Source: an optimization exercise on an open RTL-to-GDS flow (aim: small area, a short achievable clock period and few clock cycles). Production flows keep margins and buffers that such runs may drop.
RTL that was checked went through simulation tests only; none was proved equivalent to the original.

==> flow/design.v <==
module SHA1_hash (
	clk,
	nreset,
	start_hash,
	message_addr,
	message_size,
	hash,
	done,
	port_A_data_out,
	port_A_addr
	);
input		clk;
input		nreset;
input		start_hash;
input	[31:0]	message_addr;
input	[31:0]	message_size;
output	[159:0]	hash;
output		done;
input	[31:0]	port_A_data_out;
output	[15:0]	port_A_addr;
localparam [31:0] IV0 = 32'h67452301;
localparam [31:0] IV1 = 32'hEFCDAB89;
localparam [31:0] IV2 = 32'h98BADCFE;
localparam [31:0] IV3 = 32'h10325476;
localparam [31:0] IV4 = 32'hC3D2E1F0;
reg		done;
reg		busy;
reg	[6:0]	tc;		 
reg		init;		 
reg		first;		 
reg		last;		 
reg		pad_done;	 
reg	[13:0]	dw;		 
reg	[13:0]	waddr;		 
reg	[31:0]	a, bq, cq, q, r;
reg	[31:0]	h0, h1, h2, h3, h4;
reg	[31:0]	w [0:15];
reg		rd_r, cap_r, lenw_r;
reg		dwz_r;		 
reg		f_ch_r, f_maj_r;
reg	[1:0]	k_r;
reg	[4:0]	st_r;		 
reg		rot_r;		 
reg		xrot_r, xun_r;	 
reg	[4:0]	hiv_r;		 
reg		injb_r, inja_r;
reg	[2:0]	ivb_r;		 
reg	[1:0]	iva_r;		 
assign port_A_addr = {waddr, 2'b00};
assign hash = {h0, h1, h2, h3, h4};
wire	[6:0]	tcn = start_hash ? 7'd78 : (tc == 7'd81) ? 7'd0 : tc + 7'd1;
wire		initn = start_hash ? 1'b1 : (tc == 7'd81) ? 1'b0 : init;
wire		firstn = start_hash ? 1'b1 : (tc == 7'd81 && !init) ? 1'b0 : first;
always @(posedge clk) begin
	tc      <= tcn;
	init    <= initn;
	first   <= firstn;
	rd_r    <= (tcn >= 7'd78) || (tcn <= 7'd11);
	cap_r   <= (tcn >= 7'd79) || (tcn <= 7'd12);
	f_ch_r  <= (tcn <= 7'd18) || (tcn >= 7'd81);
	f_maj_r <= (tcn >= 7'd39) && (tcn <= 7'd58);
	k_r     <= (tcn <= 7'd17 || tcn >= 7'd80) ? 2'd0 :
		   (tcn <= 7'd37) ? 2'd1 : (tcn <= 7'd57) ? 2'd2 : 2'd3;
	st_r    <= {tcn == 7'd80, tcn == 7'd79, tcn == 7'd78, tcn == 7'd77, tcn == 7'd76};
	rot_r   <= (tcn >= 7'd76) || (tcn <= 7'd3);
	xrot_r  <= (tcn >= 7'd76) && (tcn <= 7'd78);
	xun_r   <= (tcn == 7'd79) || (tcn == 7'd80);
	hiv_r   <= firstn ? {tcn == 7'd80, tcn == 7'd79, tcn == 7'd78, tcn == 7'd77, tcn == 7'd76} : 5'd0;
	injb_r  <= (tcn >= 7'd78) && (tcn <= 7'd80);
	inja_r  <= (tcn >= 7'd80);
	ivb_r   <= initn ? {tcn == 7'd78, tcn == 7'd79, tcn == 7'd80} : 3'd0;
	iva_r   <= initn ? {tcn == 7'd80, tcn == 7'd81} : 2'd0;
end
wire	[31:0]	mem_be = {port_A_data_out[7:0], port_A_data_out[15:8],
			  port_A_data_out[23:16], port_A_data_out[31:24]};
wire		part  = !pad_done && dwz_r;	 
wire		full  = !pad_done && !dwz_r;
wire	[1:0]	rb = message_size[1:0];
wire	[3:0]	keep = full ? 4'b1111 :
		       part ? (rb == 2'd0 ? 4'b0000 : rb == 2'd1 ? 4'b1000 :
			       rb == 2'd2 ? 4'b1100 : 4'b1110) : 4'b0000;
wire	[3:0]	p80  = part ? (rb == 2'd0 ? 4'b1000 : rb == 2'd1 ? 4'b0100 :
			       rb == 2'd2 ? 4'b0010 : 4'b0001) : 4'b0000;
wire	[31:0]	kmask = {{8{keep[3]}}, {8{keep[2]}}, {8{keep[1]}}, {8{keep[0]}}};
wire	[31:0]	pbits = {p80[3], 7'd0, p80[2], 7'd0, p80[1], 7'd0, p80[0], 7'd0} |
			(lenw_r ? {13'd0, message_size[15:0], 3'd0} : 32'd0);
wire	[31:0]	wmem  = (mem_be & kmask) | pbits;
wire	[31:0]	wx    = w[13] ^ w[8] ^ w[2] ^ w[0];
wire	[31:0]	wnew  = cap_r ? wmem : {wx[30:0], wx[31]};
wire	[13:0]	dw_dec = dw - 14'd1;
wire	[13:0]	dwn = start_hash ? message_size[15:2] : cap_r ? dw_dec : dw;
always @(posedge clk) begin
	dw <= dwn;
	dwz_r <= (dwn == 14'd0);
	waddr <= start_hash ? message_addr[15:2] : rd_r ? waddr + 14'd1 : waddr;
	if (start_hash)
		pad_done <= 1'b0;
	else if (cap_r && part)
		pad_done <= 1'b1;
	lenw_r <= (tcn == 7'd12) && pad_done;
	if (start_hash)
		last <= 1'b0;
	else if (lenw_r)
		last <= 1'b1;
end
wire	[31:0]	kc = (k_r == 2'd0) ? 32'h5A827999 : (k_r == 2'd1) ? 32'h6ED9EBA1 :
		     (k_r == 2'd2) ? 32'h8F1BBCDC : 32'hCA62C1D6;
wire	[31:0]	fb = a, fc = bq, fd = cq;
wire	[31:0]	fv = f_ch_r  ? ((fb & fc) | (~fb & fd)) :
		     f_maj_r ? ((fb & fc) | (fb & fd) | (fc & fd)) : (fb ^ fc ^ fd);
wire	[31:0]	r_next = cq + kc + w[15];
wire	[31:0]	q_next = fv + r;
wire	[31:0]	a_round = {a[26:0], a[31:27]} + q;
wire	[31:0]	x_ring = ({32{xun_r}} & a) | ({32{xrot_r}} & {a[1:0], a[31:2]});
wire	[31:0]	h_in = hiv_r[0] ? IV4 : hiv_r[1] ? IV3 : hiv_r[2] ? IV2 :
		       hiv_r[3] ? IV1 : hiv_r[4] ? IV0 : h4;
wire	[31:0]	h_sum = h_in + x_ring;
wire	[31:0]	tap_b = ivb_r[2] ? IV4 : ivb_r[1] ? IV3 : ivb_r[0] ? IV2 : h1;
wire	[31:0]	tap_a = iva_r[1] ? IV1 : iva_r[0] ? IV0 : h0;
integer i;
always @(posedge clk) begin
	for (i = 0; i < 15; i = i + 1)
		w[i] <= w[i+1];
	w[15] <= wnew;
	r  <= r_next;
	q  <= q_next;
	a  <= inja_r ? tap_a : a_round;
	bq <= injb_r ? tap_b : {a[1:0], a[31:2]};
	cq <= bq;
	if (busy && rot_r) begin
		h0 <= h_sum;
		h1 <= h0;
		h2 <= h1;
		h3 <= h2;
		h4 <= h3;
	end
end
always @(posedge clk or negedge nreset) begin
	if (!nreset) begin
		busy <= 1'b0;
		done <= 1'b0;
	end else if (!busy) begin
		if (start_hash) begin
			busy <= 1'b1;
			done <= 1'b0;
		end
	end else if (st_r[4] && last && !init) begin
		busy <= 1'b0;
		done <= 1'b1;
	end
end
endmodule
export LEC_CHECK = 0
export CAP_MARGIN = 50
export CORE_MARGIN = 2
export CORE_UTILIZATION = 40
export SETUP_SLACK_MARGIN = 5
export SLEW_MARGIN = 50
create_clock -name core_clock -period 8.0 [get_ports {clk}]
run.sh (not shown) runs the stock make flow with config.mk's settings and CLKGATE_MAP_FILE= SYNTH_SCRIPT=/design/flow/synth_recipe.tcl, a recipe that flattens the netlist after the stock synthesis.
Rerun with:
--- a/flow/design.v
+++ b/flow/design.v
@@ -43,12 +43,28 @@
 reg		rot_r;		 
 reg		xrot_r, xun_r;	 
 reg	[4:0]	hiv_r;		 
 reg		injb_r, inja_r;
 reg	[2:0]	ivb_r;		 
 reg	[1:0]	iva_r;		 
+function [31:0] add32;
+	input [31:0] x, y;
+	reg [31:0] g, p, p0;
+	integer l, j;
+	begin
+		g = x & y;
+		p = x ^ y;
+		p0 = p;
+		for (l = 1; l < 32; l = l * 2)
+			for (j = 31; j >= l; j = j - 1) begin
+				g[j] = g[j] | (p[j] & g[j-l]);
+				p[j] = p[j] & p[j-l];
+			end
+		add32 = p0 ^ {g[30:0], 1'b0};
+	end
+endfunction
 assign port_A_addr = {waddr, 2'b00};
 assign hash = {h0, h1, h2, h3, h4};
 wire	[6:0]	tcn = start_hash ? 7'd78 : (tc == 7'd81) ? 7'd0 : tc + 7'd1;
 wire		initn = start_hash ? 1'b1 : (tc == 7'd81) ? 1'b0 : init;
 wire		firstn = start_hash ? 1'b1 : (tc == 7'd81 && !init) ? 1'b0 : first;
 always @(posedge clk) begin
@@ -105,19 +121,21 @@
 end
 wire	[31:0]	kc = (k_r == 2'd0) ? 32'h5A827999 : (k_r == 2'd1) ? 32'h6ED9EBA1 :
 		     (k_r == 2'd2) ? 32'h8F1BBCDC : 32'hCA62C1D6;
 wire	[31:0]	fb = a, fc = bq, fd = cq;
 wire	[31:0]	fv = f_ch_r  ? ((fb & fc) | (~fb & fd)) :
 		     f_maj_r ? ((fb & fc) | (fb & fd) | (fc & fd)) : (fb ^ fc ^ fd);
-wire	[31:0]	r_next = cq + kc + w[15];
-wire	[31:0]	q_next = fv + r;
-wire	[31:0]	a_round = {a[26:0], a[31:27]} + q;
+wire	[31:0]	r_s = cq ^ kc ^ w[15];
+wire	[31:0]	r_c = (cq & kc) | (cq & w[15]) | (kc & w[15]);
+wire	[31:0]	r_next = add32(r_s, {r_c[30:0], 1'b0});
+wire	[31:0]	q_next = add32(fv, r);
+wire	[31:0]	a_round = add32({a[26:0], a[31:27]}, q);
 wire	[31:0]	x_ring = ({32{xun_r}} & a) | ({32{xrot_r}} & {a[1:0], a[31:2]});
 wire	[31:0]	h_in = hiv_r[0] ? IV4 : hiv_r[1] ? IV3 : hiv_r[2] ? IV2 :
 		       hiv_r[3] ? IV1 : hiv_r[4] ? IV0 : h4;
-wire	[31:0]	h_sum = h_in + x_ring;
+wire	[31:0]	h_sum = add32(h_in, x_ring);
 wire	[31:0]	tap_b = ivb_r[2] ? IV4 : ivb_r[1] ? IV3 : ivb_r[0] ? IV2 : h1;
 wire	[31:0]	tap_a = iva_r[1] ? IV1 : iva_r[0] ? IV0 : h0;
 integer i;
 always @(posedge clk) begin
 	for (i = 0; i < 15; i = i + 1)
 		w[i] <= w[i+1];
What happened: The changed run passed the timing, design-rule and antenna checks. Wire length rose by about 0.9%. Design area falls by 0.95%. Via count goes up by 1.3%. Sequential share of layout area rises by 0.42 points.
Testbench counts after the change, summed over its fixed seeds: cycles 51,526.
The RTL of the first run of this note was laid out without a check of its function.

## re-timing with driven ports
No port has a modelled driver above. Below, the same layouts with a new extraction and two added sets of constraints. Step 1: set_driving_cell puts a clkbuf_16 on clk and a buf_2 on each other input, an assumption about the parent block. Step 2 moves the port delays by t, midway between the first and last clock arrival at a register: inputs arrive t later, outputs are due t later. That takes back most of the time a late clock gives input paths. Three values: ideal ports, drivers, drivers and shift; two values: the first two.
run	t, ns	setup WS [ns]	worst setup path after step 2
the first run	0.717	4.315 / 4.315 / 4.315	register to register
the second run	0.702	4.319 / 4.319 / 4.319	register to register
After both steps setup and hold are still met in every run listed.
